This is an optimization exercise on Yosys and OpenROAD, whose aim is small area, not a production implementation. At most, simulation tests tie the RTL to the original design; equivalence was not proved. No activity file was given, so power comes from the tool's default toggle rates.

==> job 5253 <==
## Processor
module Processor (
	input  logic        Clk,      
	input  logic        Reset,    
	input  logic        LoadA,    
	input  logic        LoadB,    
	input  logic        Execute,  
	input  logic [7:0]  Din,       
	input  logic [2:0]  F,        
	input  logic [1:0]  R,        
	output logic [3:0]  LED,      
	output logic [7:0]  Aval,     
	output logic [7:0]  Bval,     
	output logic [7:0]  hex_seg,  
	output logic [3:0]  hex_grid  
);
==> module sync_debounce, before the edit <==
module sync_debounce #(
	parameter int COUNTER_WIDTH = 15
) (
	input  logic Clk, 
	input  logic d, 
	output logic q
);
	localparam logic [15:0] SEED = 16'h7a64;
	localparam logic [15:0] TERM = 16'ha8aa;
	localparam logic [15:0] MASK = 16'hedfa;
	localparam logic [15:0] POL  = 16'h5555;
	logic ff1, ff2;
	logic [15:0] m;         
	logic [15:0] l, l_next;
	logic stable, term;
	assign l      = m ^ POL;
	assign stable = ~(ff1 ^ ff2);
	assign l_next = stable ? {l[14:0], l[15] ^ l[6]} : SEED;
	assign term   = stable & ((l & MASK) == (TERM & MASK));
	always_ff @(posedge Clk) begin
		ff1 <= d;
		ff2 <= ff1;
		m   <= l_next ^ POL;
		if (term)
			q <= ff2;
	end
endmodule
==> module reg_4, before the edit <==
module reg_4 (
	input  logic 		  Clk, 
	input  logic 		  Sel_Load, 
	input  logic 		  Sel_Shift,
	input  logic 		  Sel_Hold,
	input  logic 		  Shift_In, 
	input  logic [7:0]    D,
	output logic 		  Shift_Out,
	output logic [7:0] 	  Data_Out
);
	always_ff @(posedge Clk)
		Data_Out <= ({8{Sel_Load}}  & D)
		          | ({8{Sel_Shift}} & {Shift_In, Data_Out[7:1]})
		          | ({8{Sel_Hold}}  & Data_Out);
	assign Shift_Out = Data_Out[0];
endmodule
==> module register_unit, before the edit <==
module register_unit (
	input  logic        Clk, 
	input  logic        Reset,
	input  logic        A_In,
	input  logic        B_In,
	input  logic        Ld_A,
	input  logic        Ld_B, 
	input  logic        Shift_En,
	input  logic [7:0]  D, 
	output logic        A_out, 
	output logic        B_out, 
	output logic [7:0]  A,
	output logic [7:0]  B
);
	logic sel_shift;
	assign sel_shift = Shift_En & ~Reset;
	reg_4 reg_A (
		.Clk            (Clk), 
		.Sel_Load       (Ld_A & ~Reset),
		.Sel_Shift      (sel_shift),
		.Sel_Hold       (~Ld_A & ~Shift_En & ~Reset),
		.Shift_In       (A_In), 
		.D              (D),
		.Shift_Out      (A_out),
		.Data_Out       (A)
	);
	reg_4 reg_B (
		.Clk            (Clk), 
		.Sel_Load       (Ld_B & ~Reset),
		.Sel_Shift      (sel_shift),
		.Sel_Hold       (~Ld_B & ~Shift_En & ~Reset),
		.Shift_In       (B_In), 
		.D              (D),
		.Shift_Out      (B_out),
		.Data_Out       (B)
	);
endmodule
==> module control, before the edit <==
module control (
	input  logic Clk, 
	input  logic Reset,
	input  logic LoadA,
	input  logic LoadB,
	input  logic Execute,
	output logic Shift_En, 
	output logic Ld_A,
	output logic Ld_B
);
	logic       busy;
	logic [2:0] c;
	logic       start;
	assign start    = ~busy & c[0];
	assign Shift_En = busy;
	assign Ld_A     = start & LoadA;
	assign Ld_B     = start & LoadB;
	always_ff @(posedge Clk) begin
		if (Reset) begin
			busy <= 1'b0;
			c    <= 3'b111;
		end else if (busy) begin
			busy <= ~&c;
			c    <= c + 3'd1;
		end else begin
			busy <= start & Execute;
			c    <= {3{~Execute}};
		end
	end
endmodule
==> module HexDriver, before the edit <==
module HexDriver (
    input   logic           clk,
    input   logic           reset,
    input   logic   [15:0]  in,     
    output  logic   [7:0]   hex_seg,
    output  logic   [3:0]   hex_grid
);
    localparam logic [14:0] POL = 15'h2aaa;
    logic [14:0] m;          
    logic [14:0] p;
    logic [1:0]  digit;
    logic        low_zero, wrap;
    logic [3:0]  nibble;
    logic [7:0]  hex;
    assign p        = m ^ POL;
    assign low_zero = (p[13:0] == 14'd0);
    assign wrap     = low_zero & ~p[14];
    always_ff @(posedge clk) begin
        if (reset) begin
            m     <= 15'd1 ^ POL;
            digit <= 2'd0;
        end else begin
            m     <= {p[13:0], p[14] ^ p[13] ^ low_zero} ^ POL;
            digit <= digit + {1'b0, wrap};
        end
    end
    logic [3:0]  sel;        
    assign sel    = 4'b0001 << digit;
    always_comb
        case (digit)
        2'b00: nibble = in[15:12];
        2'b01: nibble = in[11:8];
        2'b10: nibble = in[7:4];
        2'b11: nibble = in[3:0];
        endcase
    nibble_to_hex nibble_to_hex_ (
        .nibble(nibble),
        .hex(hex)
    );
    always_comb begin
        if (reset) begin
            hex_grid = '1;
            hex_seg  = '1;
        end else begin
            hex_seg  = ~hex;
            hex_grid = ~sel;
        end
    end
endmodule
clock: 5.0 ns
lec_check: 0
cap_margin: 20
core_margin: 2
core_utilization: 65
slew_margin: 20
standard.sh (not shown) runs the stock make flow with config.mk's settings and CLKGATE_MAP_FILE= SYNTH_SCRIPT=/design/flow/synth_recipe.tcl, a recipe that flattens the netlist after the stock synthesis.
==> flow/flow/run.sh <==
#!/bin/bash
# The standard layout with three changes:
#  - synthesis is the standard synthesis script, except that ABC maps the
#    logic with flow/abc_map.script (area-relaxed mapping, no gate sizing or
#    buffering; the resizer later fixes what timing and slew need);
#  - ports are buffered with the smallest buffer;
#  - CTS builds the tree from clkbuf_4 in small clusters, without dummy loads.
# Each tool's full output stays in this folder: standard.log and the ORFS logs
# under orfs/logs.
set -euo pipefail
W=$PWD
sed "s#^\([[:space:]]*\)log_cmd abc {\*}\$abc_args#\1log_cmd abc -script $W/flow/abc_map.script {*}[lrange \$abc_args 2 end]#" \
  "$FLOW_HOME/scripts/synth.tcl" > synth_core.tcl
grep -q "abc_map.script" synth_core.tcl
sed "s#\$::env(SCRIPTS_DIR)/synth.tcl#$W/synth_core.tcl#" synth_recipe.tcl > my_synth.tcl
grep -q "synth_core.tcl" my_synth.tcl
sed "s#SYNTH_SCRIPT=[^ ]*#SYNTH_SCRIPT=$W/my_synth.tcl#" standard.sh > my_standard.sh
grep -q "my_synth.tcl" my_standard.sh
export BUFFER_PORTS_ARGS="-buffer_cell sky130_fd_sc_hd__buf_1"
export CTS_ARGS="-sink_clustering_enable -repair_clock_nets -sink_clustering_size 10 -sink_clustering_max_diameter 40 -buf_list sky130_fd_sc_hd__clkbuf_4 -dont_use_dummy_load"
bash my_standard.sh > standard.log 2>&1
==> flow/flow/abc_map.script <==
&get -n
&st
&dch
&nf -R 1000 -p
&st
&syn2
&if -g -K 6
&synch2
&nf -R 1000 -p
&st
&syn2
&if -g -K 6
&synch2
&nf -R 1000 -p
&st
&syn2
&if -g -K 6
&synch2
&nf -R 1000 -p
&st
&syn2
&if -g -K 6
&synch2
&nf -R 1000 -p
&st
&syn2
&if -g -K 6
&synch2
&nf -R 1000 -p
&put
topo
stime -c
==> inputs of job 9830, as changes to job 5253 <==
--- a/flow/design.v
+++ b/flow/design.v
@@ -6,8 +6,8 @@
 	output logic q
 );
-	localparam logic [15:0] SEED = 16'h7a64;
-	localparam logic [15:0] TERM = 16'ha8aa;
-	localparam logic [15:0] MASK = 16'hedfa;
-	localparam logic [15:0] POL  = 16'h5555;
+	localparam logic [15:0] SEED = 16'h24bd;
+	localparam logic [15:0] TERM = 16'he485;
+	localparam logic [15:0] MASK = 16'h3d7f;
+	localparam logic [15:0] POL  = 16'haaaa;
 	logic ff1, ff2;
 	logic [15:0] m;         
@@ -28,16 +28,20 @@
 module reg_4 (
 	input  logic 		  Clk, 
-	input  logic 		  Sel_Load, 
-	input  logic 		  Sel_Shift,
-	input  logic 		  Sel_Hold,
+	input  logic 		  Reset, 
 	input  logic 		  Shift_In, 
+	input  logic 		  Load, 
+	input  logic 		  Shift_En,
 	input  logic [7:0]    D,
 	output logic 		  Shift_Out,
 	output logic [7:0] 	  Data_Out
 );
-	always_ff @(posedge Clk)
-		Data_Out <= ({8{Sel_Load}}  & D)
-		          | ({8{Sel_Shift}} & {Shift_In, Data_Out[7:1]})
-		          | ({8{Sel_Hold}}  & Data_Out);
+	always_ff @(posedge Clk) begin
+		if (Reset)
+			Data_Out <= 8'h0;
+		else if (Load)
+			Data_Out <= D;
+		else if (Shift_En)
+			Data_Out <= {Shift_In, Data_Out[7:1]};
+	end
 	assign Shift_Out = Data_Out[0];
 endmodule
@@ -56,12 +60,10 @@
 	output logic [7:0]  B
 );
-	logic sel_shift;
-	assign sel_shift = Shift_En & ~Reset;
 	reg_4 reg_A (
 		.Clk            (Clk), 
-		.Sel_Load       (Ld_A & ~Reset),
-		.Sel_Shift      (sel_shift),
-		.Sel_Hold       (~Ld_A & ~Shift_En & ~Reset),
+		.Reset          (Reset),
 		.Shift_In       (A_In), 
+		.Load           (Ld_A), 
+		.Shift_En       (Shift_En),
 		.D              (D),
 		.Shift_Out      (A_out),
@@ -70,8 +72,8 @@
 	reg_4 reg_B (
 		.Clk            (Clk), 
-		.Sel_Load       (Ld_B & ~Reset),
-		.Sel_Shift      (sel_shift),
-		.Sel_Hold       (~Ld_B & ~Shift_En & ~Reset),
+		.Reset          (Reset),
 		.Shift_In       (B_In), 
+		.Load           (Ld_B), 
+		.Shift_En       (Shift_En),
 		.D              (D),
 		.Shift_Out      (B_out),
@@ -143,5 +145,5 @@
 	logic [2:0] c;
 	logic       start;
-	assign start    = ~busy & c[0];
+	assign start    = ~busy & ~c[0];
 	assign Shift_En = busy;
 	assign Ld_A     = start & LoadA;
@@ -150,11 +152,11 @@
 		if (Reset) begin
 			busy <= 1'b0;
-			c    <= 3'b111;
+			c    <= 3'b000;
 		end else if (busy) begin
 			busy <= ~&c;
-			c    <= c + 3'd1;
+			c    <= c + {2'b00, ~&c};
 		end else begin
 			busy <= start & Execute;
-			c    <= {3{~Execute}};
+			c    <= {3{c[0] & Execute}};
 		end
 	end
@@ -186,7 +188,5 @@
         end
     end
-    logic [3:0]  sel;        
-    assign sel    = 4'b0001 << digit;
-    always_comb
+    always_comb begin
         case (digit)
         2'b00: nibble = in[15:12];
@@ -195,4 +195,5 @@
         2'b11: nibble = in[3:0];
         endcase
+    end
     nibble_to_hex nibble_to_hex_ (
         .nibble(nibble),
@@ -205,5 +206,5 @@
         end else begin
             hex_seg  = ~hex;
-            hex_grid = ~sel;
+            hex_grid = ~(4'b0001 << digit);
         end
     end
==> flow/run.sh (new file) <==
#!/bin/bash
# synth_recipe.tcl (not shown) runs the flow's synth.tcl, then flattens the netlist and writes it again
# the make line also repeats each setting of config.mk as NAME=value (left out here)
make -C /OpenROAD-flow-scripts/flow DESIGN_CONFIG=/design/flow/config.mk WORK_HOME=/design/flow/orfs CLKGATE_MAP_FILE= SYNTH_SCRIPT=/design/flow/synth_recipe.tcl finish
--- a/flow/config.mk
+++ b/flow/config.mk
@@ -8,4 +8,4 @@
 export CAP_MARGIN = 20
 export CORE_MARGIN = 2
-export CORE_UTILIZATION = 65
+export CORE_UTILIZATION = 40
 export SLEW_MARGIN = 20
removed: flow/flow/run.sh
removed: flow/flow/abc_map.script
removed: flow/standard.sh
==> summary.txt <==
Power and ir drop
  – P_int: 5.13 mW
  – Static Leak: 5.05 nW
  – Switching share of power: 20.7%

Placed design
  – Place WS: 1.26 ns
  – Final weighted congestion in routability-driven placement: 0.769

GRT
  – GRT met1 Usage: 18.0%

Setup path
  – Setup slack, reg-to-reg: 3.00 ns

Timing
  – Final min period: 4.24 ns

Floorplan
  – Die width: 167 µm
  – Die H: 167 µm
  – Tapcells inserted: 335

Status
  – Status: timing/DRC/antenna clean

Drt
  – Initial DRC count: 392
  – Vias per std cell: 4.62

Finish
  – Share of layout cells above drive strength 1: 7.35%
# the run above: job 9830

==> summary.txt <==
Drt
  – ANT nets after route: 0
  – Initial DRC count: 331
  – Vias per std cell: 5.17

Yosys
  – Post-Syn Instances: 897

Status
  – Status: timing/DRC/antenna clean

Finish
  – Share of layout cells above drive strength 1: 4.90%
  – Clock buffer count: 42

Timing
  – Final min period: 4.04 ns
  – RSZ-0062 raised after global routing: no

Placed design
  – Final weighted congestion in routability-driven placement: 0.798

GRT
  – GRT Util Overall: 20.4%
  – GRT met1 Usage: 26.7%

Power and ir drop
  – Static Leak: 4.38 nW
  – Switching share of power: 22.8%

Setup path
  – Setup slack, reg-to-reg: 2.86 ns

Floorplan
  – Die width: 130 µm
  – Tapcells inserted: 211
# the run above: job 5253

Only the layout flow was run in job 5253; the RTL was not checked for function there.

port drivers added, routing unchanged:
How much do the figures lean on ideal ports? The routed layouts below were timed once more, with nothing changed but the port constraints. Step 1 sets driving cells, clkbuf_16 on the clock port and buf_2 on the other inputs (assumed; they add their load-dependent delay and slew). Step 2 moves the port delays by t, midway between the first and last clock arrival at a register: inputs arrive t later, outputs are due t later. That takes back most of the time a late clock gives input paths. Slacks: ideal ports / drivers / drivers and shift; pairs: ideal ports / drivers.
run | t (ns) | slack for setup (ns) | cell pins on the clock port's net
job 5253 | 0.653 | 0.963 / 0.927 / 1.580 | 1
job 9830 | 0.546 | 0.759 / 0.717 / 1.263 | 1
After both steps setup and hold are still met in every run listed.
